Source: an optimization exercise on an open RTL-to-GDS flow (aim: small area and a short achievable clock period). Production flows keep margins and buffers that such runs may drop. At most, simulation tests tie the RTL to the original design; equivalence was not proved. Power is estimated from default activity; no workload was simulated.

==> 04-20 <==
Design median_3x3, start of the top module:
module median_3x3(
	input clk,
	input [8 - 1 : 0] i_p0, i_p1, i_p2,
	input [8 - 1 : 0] i_p3, i_p4, i_p5,
	input [8 - 1 : 0] i_p6, i_p7, i_p8,
	output reg [8 - 1 : 0] o_median
);
	wire m7_g0_1 = i_p0[7] | i_p1[7] | i_p2[7];
	wire m7_g0_2 = (i_p0[7] & i_p1[7]) | (i_p0[7] & i_p2[7]) | (i_p1[7] & i_p2[7]);
	wire m7_g0_3 = i_p0[7] & i_p1[7] & i_p2[7];
	wire m7_g1_1 = i_p3[7] | i_p4[7] | i_p5[7];
	wire m7_g1_2 = (i_p3[7] & i_p4[7]) | (i_p3[7] & i_p5[7]) | (i_p4[7] & i_p5[7]);
	wire m7_g1_3 = i_p3[7] & i_p4[7] & i_p5[7];
	wire m7_g2_1 = i_p6[7] | i_p7[7] | i_p8[7];
	wire m7_g2_2 = (i_p6[7] & i_p7[7]) | (i_p6[7] & i_p8[7]) | (i_p7[7] & i_p8[7]);
	wire m7_g2_3 = i_p6[7] & i_p7[7] & i_p8[7];
	wire m7_s2 = (m7_g1_2) | (m7_g0_1 & m7_g1_1) | (m7_g0_2);
	wire m7_s3 = (m7_g1_3) | (m7_g0_1 & m7_g1_2) | (m7_g0_2 & m7_g1_1) | (m7_g0_3);
	wire m7_s4 = (m7_g0_1 & m7_g1_3) | (m7_g0_2 & m7_g1_2) | (m7_g0_3 & m7_g1_1);
	wire m7_s5 = (m7_g0_2 & m7_g1_3) | (m7_g0_3 & m7_g1_2);
  ...
==> flow/config.mk <==
export PLATFORM = sky130hd
export DESIGN_NAME = median_3x3
export DESIGN_NICKNAME = median_3x3
export VERILOG_FILES = /design/flow/design.v
export SDC_FILE = /design/flow/constraint.sdc
export NUM_CORES = 4
export LEC_CHECK = 0
export ABC_AREA = 1
export CAP_MARGIN = 20
export CORE_MARGIN = 2
export CORE_UTILIZATION = 60
export SETUP_SLACK_MARGIN = 2.8
export SLEW_MARGIN = 20
==> flow/constraint.sdc <==
create_clock -name core_clock -period 6.0 [get_ports {clk}]
set_input_delay 1.2000 -clock core_clock [delete_from_list [all_inputs] [get_ports {clk}]]
set_output_delay 1.2000 -clock core_clock [all_outputs]
set_load 0.01 [all_outputs]
run.sh (not shown) runs the stock make flow with config.mk's settings and CLKGATE_MAP_FILE= SYNTH_SCRIPT=/design/flow/synth_recipe.tcl, a recipe that flattens the netlist after the stock synthesis.
==> inputs of 06-16, as changes to 04-20 <==
==> flow/flow/run.sh (new file) <==
#!/bin/bash
# The standard layout (the standard.sh, ORFS from synthesis to the final
# layout), with the smallest buffer on the ports instead of ORFS's default
# choice. Each tool's output is in orfs/logs; standard.sh's own output in
# standard.log.
export BUFFER_PORTS_ARGS="-buffer_cell sky130_fd_sc_hd__buf_1"
bash standard.sh > standard.log 2>&1
==> flow/standard.sh (new file) <==
#!/bin/bash
# synth_recipe.tcl (not shown) runs the flow's synth.tcl, then flattens the netlist and writes it again
# the make line also repeats each setting of config.mk as NAME=value (left out here)
make -C /OpenROAD-flow-scripts/flow DESIGN_CONFIG=/design/flow/config.mk WORK_HOME=/design/flow/orfs CLKGATE_MAP_FILE= SYNTH_SCRIPT=/design/flow/synth_recipe.tcl "${@:-finish}"
CORE_UTILIZATION = 50   (was 60)
SETUP_SLACK_MARGIN = 2.7   (was 2.8)
removed: flow/run.sh
==> notes.md <==
Power
Per report_power, the Combinational row totals 2.82 mW. The power per unit of standard cell area is 612 nW/um2. The sequential share of power is 0.238.

Layout
The proportion of layout cells with a drive suffix above 1 is 0.0890.

Status
The run finished with no timing, DRC or antenna violations.

Critical path
The cell with the largest stage delay on the worst path is sky130_fd_sc_hd__a22oi_2.

Timing
The final critical-path share of the clock period is 0.508.
(the above is from 06-16)
==> notes.md <==
Status
The run finished with no timing, DRC or antenna violations.

Critical path
The cell with the largest stage delay on the worst path is sky130_fd_sc_hd__dlygate4sd2_1. The delay of the slowest cell on the worst path is 0.32 ns. The kind of end point of the critical path is a register.

Layout
The proportion of layout cells with a drive suffix above 1 is 0.134.

Power
The combinational cell power is 2.95 mW. Dividing total power by cell area gives a power density of 572 nW/um2. Of the total power, combinational logic draws 0.647.

Synthesis
By count the netlist is led by sky130_fd_sc_hd__nand2_1, sky130_fd_sc_hd__inv_1, sky130_fd_sc_hd__nor2_1. By area the synthesized netlist is led by sky130_fd_sc_hd__dfxtp_1, sky130_fd_sc_hd__nand2_1, sky130_fd_sc_hd__inv_1.
(the above is from 04-20)


==> 01-20: inputs <==
median_3x3, a different RTL version from the one above (not shown whole).
Settings: LEC_CHECK=0, ABC_AREA=1, CAP_MARGIN=20, CORE_MARGIN=2, CORE_UTILIZATION=60, CTS_BUF_LIST=sky130_fd_sc_hd__clkbuf_8, SETUP_SLACK_MARGIN=3.2, SLEW_MARGIN=20; clock period 6.0 ns.
standard.sh (not shown) runs the stock make flow with config.mk's settings and CLKGATE_MAP_FILE= SYNTH_SCRIPT=/design/flow/synth_recipe.tcl, a recipe that flattens the netlist after the stock synthesis.
==> flow/flow/run.sh <==
#!/bin/bash
# The standard layout (the standard.sh, ORFS from synthesis to the final
# layout), with the smallest buffer on the ports instead of ORFS's default
# choice. Each tool's output is in orfs/logs; standard.sh's own output in
# standard.log.
export BUFFER_PORTS_ARGS="-buffer_cell sky130_fd_sc_hd__buf_1"
bash standard.sh > standard.log 2>&1
==> 03-16: changes against 01-20 <==
--- a/flow/design.v
+++ b/flow/design.v
@@ -130,71 +130,53 @@
 	wire gt6_6 = gt7_6 | (e6_6 & ~m6);
 	wire lt6_7 = lt7_7 | (~e6_7 & m6);
 	wire gt6_7 = gt7_7 | (e6_7 & ~m6);
 	wire lt6_8 = lt7_8 | (~e6_8 & m6);
 	wire gt6_8 = gt7_8 | (e6_8 & ~m6);
 	reg [5:0] s1_p0;
-	reg s1_p0_lt, s1_p0_gt;
 	reg [5:0] s1_p1;
-	reg s1_p1_lt, s1_p1_gt;
 	reg [5:0] s1_p2;
-	reg s1_p2_lt, s1_p2_gt;
 	reg [5:0] s1_p3;
-	reg s1_p3_lt, s1_p3_gt;
 	reg [5:0] s1_p4;
-	reg s1_p4_lt, s1_p4_gt;
 	reg [5:0] s1_p5;
-	reg s1_p5_lt, s1_p5_gt;
 	reg [5:0] s1_p6;
-	reg s1_p6_lt, s1_p6_gt;
 	reg [5:0] s1_p7;
-	reg s1_p7_lt, s1_p7_gt;
 	reg [5:0] s1_p8;
-	reg s1_p8_lt, s1_p8_gt;
 	reg s1_m7;
 	reg s1_m6;
-	wire e5_0 = s1_p0_gt | (s1_p0[5] & ~s1_p0_lt);
-	wire e5_1 = s1_p1_gt | (s1_p1[5] & ~s1_p1_lt);
-	wire e5_2 = s1_p2_gt | (s1_p2[5] & ~s1_p2_lt);
-	wire e5_3 = s1_p3_gt | (s1_p3[5] & ~s1_p3_lt);
-	wire e5_4 = s1_p4_gt | (s1_p4[5] & ~s1_p4_lt);
-	wire e5_5 = s1_p5_gt | (s1_p5[5] & ~s1_p5_lt);
-	wire e5_6 = s1_p6_gt | (s1_p6[5] & ~s1_p6_lt);
-	wire e5_7 = s1_p7_gt | (s1_p7[5] & ~s1_p7_lt);
-	wire e5_8 = s1_p8_gt | (s1_p8[5] & ~s1_p8_lt);
-	wire m5_r0_lo = e5_0 & e5_1 & e5_2;
-	wire m5_r0_md = (e5_0 & e5_1) | (e5_0 & e5_2) | (e5_1 & e5_2);
-	wire m5_r0_hi = e5_0 | e5_1 | e5_2;
-	wire m5_r1_lo = e5_3 & e5_4 & e5_5;
-	wire m5_r1_md = (e5_3 & e5_4) | (e5_3 & e5_5) | (e5_4 & e5_5);
-	wire m5_r1_hi = e5_3 | e5_4 | e5_5;
-	wire m5_r2_lo = e5_6 & e5_7 & e5_8;
-	wire m5_r2_md = (e5_6 & e5_7) | (e5_6 & e5_8) | (e5_7 & e5_8);
-	wire m5_r2_hi = e5_6 | e5_7 | e5_8;
+	wire m5_r0_lo = s1_p0[5] & s1_p1[5] & s1_p2[5];
+	wire m5_r0_md = (s1_p0[5] & s1_p1[5]) | (s1_p0[5] & s1_p2[5]) | (s1_p1[5] & s1_p2[5]);
+	wire m5_r0_hi = s1_p0[5] | s1_p1[5] | s1_p2[5];
+	wire m5_r1_lo = s1_p3[5] & s1_p4[5] & s1_p5[5];
+	wire m5_r1_md = (s1_p3[5] & s1_p4[5]) | (s1_p3[5] & s1_p5[5]) | (s1_p4[5] & s1_p5[5]);
+	wire m5_r1_hi = s1_p3[5] | s1_p4[5] | s1_p5[5];
+	wire m5_r2_lo = s1_p6[5] & s1_p7[5] & s1_p8[5];
+	wire m5_r2_md = (s1_p6[5] & s1_p7[5]) | (s1_p6[5] & s1_p8[5]) | (s1_p7[5] & s1_p8[5]);
+	wire m5_r2_hi = s1_p6[5] | s1_p7[5] | s1_p8[5];
 	wire m5_a = m5_r0_lo | m5_r1_lo | m5_r2_lo;
 	wire m5_b = (m5_r0_md & m5_r1_md) | (m5_r0_md & m5_r2_md) | (m5_r1_md & m5_r2_md);
 	wire m5_c = m5_r0_hi & m5_r1_hi & m5_r2_hi;
 	wire m5 = (m5_a & m5_b) | (m5_a & m5_c) | (m5_b & m5_c);
-	wire e4_0_0 = e5_0 | (s1_p0[4] & ~s1_p0_lt);
-	wire e4_0_1 = s1_p0_gt | ((s1_p0[4] & ~s1_p0_lt) & e5_0);
-	wire e4_1_0 = e5_1 | (s1_p1[4] & ~s1_p1_lt);
-	wire e4_1_1 = s1_p1_gt | ((s1_p1[4] & ~s1_p1_lt) & e5_1);
-	wire e4_2_0 = e5_2 | (s1_p2[4] & ~s1_p2_lt);
-	wire e4_2_1 = s1_p2_gt | ((s1_p2[4] & ~s1_p2_lt) & e5_2);
-	wire e4_3_0 = e5_3 | (s1_p3[4] & ~s1_p3_lt);
-	wire e4_3_1 = s1_p3_gt | ((s1_p3[4] & ~s1_p3_lt) & e5_3);
-	wire e4_4_0 = e5_4 | (s1_p4[4] & ~s1_p4_lt);
-	wire e4_4_1 = s1_p4_gt | ((s1_p4[4] & ~s1_p4_lt) & e5_4);
-	wire e4_5_0 = e5_5 | (s1_p5[4] & ~s1_p5_lt);
-	wire e4_5_1 = s1_p5_gt | ((s1_p5[4] & ~s1_p5_lt) & e5_5);
-	wire e4_6_0 = e5_6 | (s1_p6[4] & ~s1_p6_lt);
-	wire e4_6_1 = s1_p6_gt | ((s1_p6[4] & ~s1_p6_lt) & e5_6);
-	wire e4_7_0 = e5_7 | (s1_p7[4] & ~s1_p7_lt);
-	wire e4_7_1 = s1_p7_gt | ((s1_p7[4] & ~s1_p7_lt) & e5_7);
-	wire e4_8_0 = e5_8 | (s1_p8[4] & ~s1_p8_lt);
-	wire e4_8_1 = s1_p8_gt | ((s1_p8[4] & ~s1_p8_lt) & e5_8);
+	wire e4_0_0 = s1_p0[5] | s1_p0[4];
+	wire e4_0_1 = (s1_p0[4] & s1_p0[5]);
+	wire e4_1_0 = s1_p1[5] | s1_p1[4];
+	wire e4_1_1 = (s1_p1[4] & s1_p1[5]);
+	wire e4_2_0 = s1_p2[5] | s1_p2[4];
+	wire e4_2_1 = (s1_p2[4] & s1_p2[5]);
+	wire e4_3_0 = s1_p3[5] | s1_p3[4];
+	wire e4_3_1 = (s1_p3[4] & s1_p3[5]);
+	wire e4_4_0 = s1_p4[5] | s1_p4[4];
+	wire e4_4_1 = (s1_p4[4] & s1_p4[5]);
+	wire e4_5_0 = s1_p5[5] | s1_p5[4];
+	wire e4_5_1 = (s1_p5[4] & s1_p5[5]);
+	wire e4_6_0 = s1_p6[5] | s1_p6[4];
+	wire e4_6_1 = (s1_p6[4] & s1_p6[5]);
+	wire e4_7_0 = s1_p7[5] | s1_p7[4];
+	wire e4_7_1 = (s1_p7[4] & s1_p7[5]);
+	wire e4_8_0 = s1_p8[5] | s1_p8[4];
+	wire e4_8_1 = (s1_p8[4] & s1_p8[5]);
 	wire m4_0_r0_lo = e4_0_0 & e4_1_0 & e4_2_0;
 	wire m4_0_r0_md = (e4_0_0 & e4_1_0) | (e4_0_0 & e4_2_0) | (e4_1_0 & e4_2_0);
 	wire m4_0_r0_hi = e4_0_0 | e4_1_0 | e4_2_0;
 	wire m4_0_r1_lo = e4_3_0 & e4_4_0 & e4_5_0;
 	wire m4_0_r1_md = (e4_3_0 & e4_4_0) | (e4_3_0 & e4_5_0) | (e4_4_0 & e4_5_0);
 	wire m4_0_r1_hi = e4_3_0 | e4_4_0 | e4_5_0;
@@ -216,30 +198,30 @@
 	wire m4_1_r2_hi = e4_6_1 | e4_7_1 | e4_8_1;
 	wire m4_1_a = m4_1_r0_lo | m4_1_r1_lo | m4_1_r2_lo;
 	wire m4_1_b = (m4_1_r0_md & m4_1_r1_md) | (m4_1_r0_md & m4_1_r2_md) | (m4_1_r1_md & m4_1_r2_md);
 	wire m4_1_c = m4_1_r0_hi & m4_1_r1_hi & m4_1_r2_hi;
 	wire m4_1 = (m4_1_a & m4_1_b) | (m4_1_a & m4_1_c) | (m4_1_b & m4_1_c);
 	wire m4 = ~m5 ? m4_0 : m4_1;
-	wire lt5_0 = s1_p0_lt | (~e5_0 & m5);
-	wire gt5_0 = s1_p0_gt | (e5_0 & ~m5);
-	wire lt5_1 = s1_p1_lt | (~e5_1 & m5);
-	wire gt5_1 = s1_p1_gt | (e5_1 & ~m5);
-	wire lt5_2 = s1_p2_lt | (~e5_2 & m5);
-	wire gt5_2 = s1_p2_gt | (e5_2 & ~m5);
-	wire lt5_3 = s1_p3_lt | (~e5_3 & m5);
-	wire gt5_3 = s1_p3_gt | (e5_3 & ~m5);
-	wire lt5_4 = s1_p4_lt | (~e5_4 & m5);
-	wire gt5_4 = s1_p4_gt | (e5_4 & ~m5);
-	wire lt5_5 = s1_p5_lt | (~e5_5 & m5);
-	wire gt5_5 = s1_p5_gt | (e5_5 & ~m5);
-	wire lt5_6 = s1_p6_lt | (~e5_6 & m5);
-	wire gt5_6 = s1_p6_gt | (e5_6 & ~m5);
-	wire lt5_7 = s1_p7_lt | (~e5_7 & m5);
-	wire gt5_7 = s1_p7_gt | (e5_7 & ~m5);
-	wire lt5_8 = s1_p8_lt | (~e5_8 & m5);
-	wire gt5_8 = s1_p8_gt | (e5_8 & ~m5);
+	wire lt5_0 = (~s1_p0[5] & m5);
+	wire gt5_0 = (s1_p0[5] & ~m5);
+	wire lt5_1 = (~s1_p1[5] & m5);
+	wire gt5_1 = (s1_p1[5] & ~m5);
+	wire lt5_2 = (~s1_p2[5] & m5);
+	wire gt5_2 = (s1_p2[5] & ~m5);
+	wire lt5_3 = (~s1_p3[5] & m5);
+	wire gt5_3 = (s1_p3[5] & ~m5);
+	wire lt5_4 = (~s1_p4[5] & m5);
+	wire gt5_4 = (s1_p4[5] & ~m5);
+	wire lt5_5 = (~s1_p5[5] & m5);
+	wire gt5_5 = (s1_p5[5] & ~m5);
+	wire lt5_6 = (~s1_p6[5] & m5);
+	wire gt5_6 = (s1_p6[5] & ~m5);
+	wire lt5_7 = (~s1_p7[5] & m5);
+	wire gt5_7 = (s1_p7[5] & ~m5);
+	wire lt5_8 = (~s1_p8[5] & m5);
+	wire gt5_8 = (s1_p8[5] & ~m5);
 	wire e4_0 = m5 ? e4_0_1 : e4_0_0;
 	wire e4_1 = m5 ? e4_1_1 : e4_1_0;
 	wire e4_2 = m5 ? e4_2_1 : e4_2_0;
 	wire e4_3 = m5 ? e4_3_1 : e4_3_0;
 	wire e4_4 = m5 ? e4_4_1 : e4_4_0;
 	wire e4_5 = m5 ? e4_5_1 : e4_5_0;
@@ -505,21 +487,21 @@
 	wire e0_4 = m1 ? e0_4_1 : e0_4_0;
 	wire e0_5 = m1 ? e0_5_1 : e0_5_0;
 	wire e0_6 = m1 ? e0_6_1 : e0_6_0;
 	wire e0_7 = m1 ? e0_7_1 : e0_7_0;
 	wire e0_8 = m1 ? e0_8_1 : e0_8_0;
 	always @(posedge clk) begin
-		s1_p0 <= i_p0[5:0]; s1_p0_lt <= lt6_0; s1_p0_gt <= gt6_0;
-		s1_p1 <= i_p1[5:0]; s1_p1_lt <= lt6_1; s1_p1_gt <= gt6_1;
-		s1_p2 <= i_p2[5:0]; s1_p2_lt <= lt6_2; s1_p2_gt <= gt6_2;
-		s1_p3 <= i_p3[5:0]; s1_p3_lt <= lt6_3; s1_p3_gt <= gt6_3;
-		s1_p4 <= i_p4[5:0]; s1_p4_lt <= lt6_4; s1_p4_gt <= gt6_4;
-		s1_p5 <= i_p5[5:0]; s1_p5_lt <= lt6_5; s1_p5_gt <= gt6_5;
-		s1_p6 <= i_p6[5:0]; s1_p6_lt <= lt6_6; s1_p6_gt <= gt6_6;
-		s1_p7 <= i_p7[5:0]; s1_p7_lt <= lt6_7; s1_p7_gt <= gt6_7;
-		s1_p8 <= i_p8[5:0]; s1_p8_lt <= lt6_8; s1_p8_gt <= gt6_8;
+		s1_p0 <= {6{gt6_0}} | (i_p0[5:0] & ~{6{lt6_0}});
+		s1_p1 <= {6{gt6_1}} | (i_p1[5:0] & ~{6{lt6_1}});
+		s1_p2 <= {6{gt6_2}} | (i_p2[5:0] & ~{6{lt6_2}});
+		s1_p3 <= {6{gt6_3}} | (i_p3[5:0] & ~{6{lt6_3}});
+		s1_p4 <= {6{gt6_4}} | (i_p4[5:0] & ~{6{lt6_4}});
+		s1_p5 <= {6{gt6_5}} | (i_p5[5:0] & ~{6{lt6_5}});
+		s1_p6 <= {6{gt6_6}} | (i_p6[5:0] & ~{6{lt6_6}});
+		s1_p7 <= {6{gt6_7}} | (i_p7[5:0] & ~{6{lt6_7}});
+		s1_p8 <= {6{gt6_8}} | (i_p8[5:0] & ~{6{lt6_8}});
 		s1_m7 <= m7;
 		s1_m6 <= m6;
 		s2_p0 <= {3{gt3_0}} | (s1_p0[2:0] & ~{3{lt3_0}});
 		s2_p1 <= {3{gt3_1}} | (s1_p1[2:0] & ~{3{lt3_1}});
 		s2_p2 <= {3{gt3_2}} | (s1_p2[2:0] & ~{3{lt3_2}});
 		s2_p3 <= {3{gt3_3}} | (s1_p3[2:0] & ~{3{lt3_3}});
SETUP_SLACK_MARGIN = 3.15   (was 3.2)
==> comparison <==
- Of 01-20 and 03-16, 03-16 has the higher synthesized cell count (gap 7.9%, measured against 03-16).
- Against 03-16, the clock power of 01-20 is larger by about 90%.
- Against 03-16, the clock skew of 01-20 is higher by 0.0068 ns.
- Between 03-16 and 01-20, the lower worst hold slack is in 01-20 (gap 0.0033 ns).
- Between 01-20 and 03-16, the lower sequential cell count is in 03-16 (gap 18).
- In 03-16 the register-to-register slack is higher than in 01-20, by 0.27 ns.
- In 01-20 the combinational power is lower than in 03-16, by about 1%.
- In 01-20 the non-clock buffer count is higher than in 03-16, by 28.
- Between 03-16 and 01-20, the lower sequential power is in 03-16 (gap about 4%, measured against 01-20).
- Synthesized area: 01-20 is smaller than 03-16 (about 2.6%).
Function not checked in 01-20: the RTL went through the layout flow alone.

[re-timing with driven ports]
The results above use ideal ports. As a check the final layouts listed here were re-extracted and re-timed, cells and wires unchanged.
Step 1 (the two cells are an assumption about what drives the block):
set clk [get_ports {clk}]
set_driving_cell -lib_cell sky130_fd_sc_hd__clkbuf_16 $clk
set_driving_cell -lib_cell sky130_fd_sc_hd__buf_2 [delete_from_list [all_inputs] $clk]
Step 2 times the ports against the registers' clock, not the clock port: input delays grow and output delays shrink by t, the midpoint of the rising clock arrivals with the driver on.
a / b / c = ideal ports / drivers / drivers and shift; a / b = the first two.
| run | t (ns) | setup slack, ns | hold slack, ns | worst setup path after step 2 |
|---|---|---|---|---|
| 04-20 | 0.398 | 2.831 / 2.845 / 2.447 | 0.319 / 0.319 / 0.319 | input to register |
| 06-16 | 0.391 | 2.954 / 2.976 / 2.585 | 0.327 / 0.327 / 0.327 | input to register |
| 01-20 | 0.482 | 3.020 / 3.020 / 2.710 | 0.330 / 0.330 / 0.330 | input to register |
| 03-16 | 0.406 | 3.217 / 3.230 / 2.823 | 0.333 / 0.333 / 0.333 | input to register |
After both steps setup and hold are still met in every run listed. For 03-16, which loses most, drivers alone change the setup slack by +0.013 ns; drivers and shift together by -0.394 ns.
